From an optimization exercise on the open Yosys and OpenROAD flow, aimed at small area; shortcuts taken in it are not production practice.
In this exercise RTL edits were held to simulation tests only and were not proved equivalent to the original.
The clock port is modelled as an ideal driver, which makes a skipped or thinned clock tree look cheaper than it is; a real chip needs a root buffer or a tree.
Power and IR drop assume default switching activity.

## ds18b20
module ds18b20(
  input        CLOCK_50,
  input        Q_KEY ,
  input        ds_in,        
  output       ds_pull_low,  
  output [7:0] SEG7_SEG,
  output [3:0] SEG7_SEL
);
For scale: ~16 I/O pins.
Settings: LEC_CHECK=0, ABC_AREA=1, CAP_MARGIN=20, CORE_MARGIN=2, CORE_UTILIZATION=40, GPL_TIMING_DRIVEN=0, SLEW_MARGIN=20; clock period 10.0 ns.
standard.sh (not shown) runs the stock make flow with config.mk's settings and CLKGATE_MAP_FILE= SYNTH_SCRIPT=/design/flow/synth_recipe.tcl, a recipe that flattens the netlist after the stock synthesis.
==> flow/flow/run.sh <==
#!/bin/bash
# Layout flow: the standard flow (standard.sh), with these changes:
#  - synthesis: ORFS's synthesis script unchanged except for the ABC
#    technology-mapping step, which uses an area-only script (deepsyn, then
#    area mapping) instead of ORFS's script, whose buffering and up-sizing
#    steps add area. Flip-flop mapping, flattening and renaming are as in
#    synth_recipe.tcl, so the registers are the standard synthesis's.
#    Synthesis runs once per ABC seed in SEEDS (flow/synth.env), in
#    parallel; deepsyn is bounded by steps, not time, so each run is
#    repeatable. The netlist with the least cell area is laid out.
#  - every port gets a sky130_fd_sc_hd__buf_1 buffer (the standard flow uses
#    clkdlybuf4s50_1).
#  - after CTS, post_cts.tcl (if cts.env exists) replaces the clock tree
#    TritonCTS built with a smaller one: MY_CTS_NBUF cells of type MY_CTS_BUF,
#    each driving one balanced cluster of flip-flops, fed by the clock port or
#    by one MY_CTS_ROOT cell (two inverter levels keep the clock's polarity).
#    Every flip-flop's clock passes through the same number and types of cells.
# Each make run's output goes to a log file in this folder; ORFS's own
# per-step logs are kept under orfs*/logs.
set -euo pipefail
W=$(pwd)
FD=$W/flow
SEEDS="0 1 2 3"
if [[ -f $FD/synth.env ]]; then source $FD/synth.env; fi

# synthesis core: ORFS's synth.tcl with the abc call pointed at our script
sed "s#log_cmd abc {\*}\$abc_args#log_cmd abc -script \$::env(MY_ABC_SCRIPT) {*}[lrange \$abc_args 2 end]#" \
  "$FLOW_HOME/scripts/synth.tcl" > $W/my_synth_core.tcl
grep -q "MY_ABC_SCRIPT" $W/my_synth_core.tcl

# The standard flow's synthesis script, sourcing the modified core
sed "s#source \$::env(SCRIPTS_DIR)/synth.tcl#source $W/my_synth_core.tcl#" \
  $W/synth_recipe.tcl > $W/my_synth.tcl
grep -q "my_synth_core.tcl" $W/my_synth.tcl

# The standard flow, with the synthesis script swapped
sed "s#SYNTH_SCRIPT=[^ ]*synth_recipe.tcl#SYNTH_SCRIPT=$W/my_synth.tcl#" standard.sh > $W/my_standard.sh
grep -q "my_synth.tcl" $W/my_standard.sh
grep -q "WORK_HOME=$W/orfs " $W/my_standard.sh

# synthesis trials
for i in $SEEDS; do
  printf 'strash\n&get -n\n&deepsyn -I 1 -J 300 -S %d\n&put\ndch\namap\n' $i > $W/abc_s$i.script
  sed "s#WORK_HOME=$W/orfs #WORK_HOME=$W/orfs_s$i #" $W/my_standard.sh > $W/my_standard_s$i.sh
  MY_ABC_SCRIPT=$W/abc_s$i.script bash $W/my_standard_s$i.sh synth > $W/synth_s$i.log 2>&1 &
done
wait
best=-1; best_area=1e30
for i in $SEEDS; do
  a=$(grep -h "Chip area for module" $W/orfs_s$i/reports/*/ds18b20/base/synth_stat.txt | head -1 | awk '{print $NF}')
  echo "seed $i: synthesis cell area $a" | tee -a $W/synth_trials.log
  if [[ -n "$a" ]] && awk -v a="$a" -v b="$best_area" 'BEGIN {exit !(a < b)}'; then best=$i; best_area=$a; fi
done
echo "using seed $best ($best_area)" | tee -a $W/synth_trials.log
[[ $best -ge 0 ]]
mv $W/orfs_s$best $W/orfs

EXTRA=()
if [[ -f $FD/cts.env ]]; then
  MY_CTS_ROOT=
  source $FD/cts.env
  export MY_CTS_NBUF MY_CTS_BUF MY_CTS_ROOT
  EXTRA+=("POST_CTS_TCL=$FD/post_cts.tcl")
fi
MY_ABC_SCRIPT=$W/abc_s$best.script bash $W/my_standard.sh finish \
  BUFFER_PORTS_ARGS="-buffer_cell sky130_fd_sc_hd__buf_1" "${EXTRA[@]}" > $W/flow_make.log 2>&1
==> flow/flow/synth.env <==
SEEDS="0"
Other scripts of this flow, unchanged in this note and not shown: flow/flow/cts.env, flow/flow/post_cts.tcl
The baseline produced a clean layout.
Edit:
Settings changed: CORE_UTILIZATION 40 to 25, GPL_TIMING_DRIVEN 0 to default.
Outcome:
- The changed run produced a clean layout
- utilization drops by 16 points
- worst hold slack hardly moves
- via count climbs by 1.4%
- setup slack is better by 100 ps
- synthesized cell count stays the same
- die area climbs by 57%
- design area climbs by 2.2%
- maximum frequency climbs by 1.7%
- routed wire length climbs by 2.6%
- sequential cell count is unchanged
- sequential share of layout area drops by 0.90 points
Edit:
Settings changed: CORE_UTILIZATION 25 to 60.
Via count went up by 0.33%. Total power decreases by 0.61%. Fmax shrinks by 1.1%. Core utilization increases by 38 points. Final cell count went down by 18%. Global-route usage climbs by 14 points.
Edit:
==> flow/flow/synth.env (replaced) <==
SEEDS="0 3 4 1"
Settings changed: CORE_UTILIZATION 60 to 40.
Outcome: The new run completed with no timing, DRC or antenna violations. Total power grows slightly. Flip-flop and latch count stays the same. Cell area grows slightly. Via count shrinks slightly. Sequential power hardly moves. Global-route usage shrinks by 8.0 points. Die area grows by well over a third. Worst setup slack is better by 49 ps. Combinational power grows slightly. Routed wire length is about the same. Critical path depth shrinks by 1.
In every run of this note, the design's own scripts or RTL, not TritonCTS, make the clock network.

==> static timing again, ports no longer ideal <==
The flow's constraints put no driver on any port. The routed layouts listed below were extracted and timed again, unchanged, in two steps. Step 1: set_driving_cell puts a clkbuf_16 on CLOCK_50 and a buf_2 on each other input, an assumption about the parent block. Step 2 times the ports against the registers' clock, not the clock port: input delays grow and output delays shrink by t, the midpoint of the rising clock arrivals with the driver on. Three values: no drivers, after step 1, after step 2; two values: the first two.
run	shift t [ns]	setup slack, ns	latest minus earliest clock arrival (ns)	worst slew at a driven data input, ns
the first run	0.207	3.925 / 3.866 / 4.073	0.010 / 0.010	0.03
the second run	0.207	4.029 / 3.970 / 4.176	0.009 / 0.009	0.03
the third run	0.203	3.964 / 3.907 / 4.110	0.012 / 0.012	0.03
the fourth run	0.205	4.013 / 3.956 / 4.160	0.007 / 0.007	0.03
After both steps every run listed still meets setup and hold.
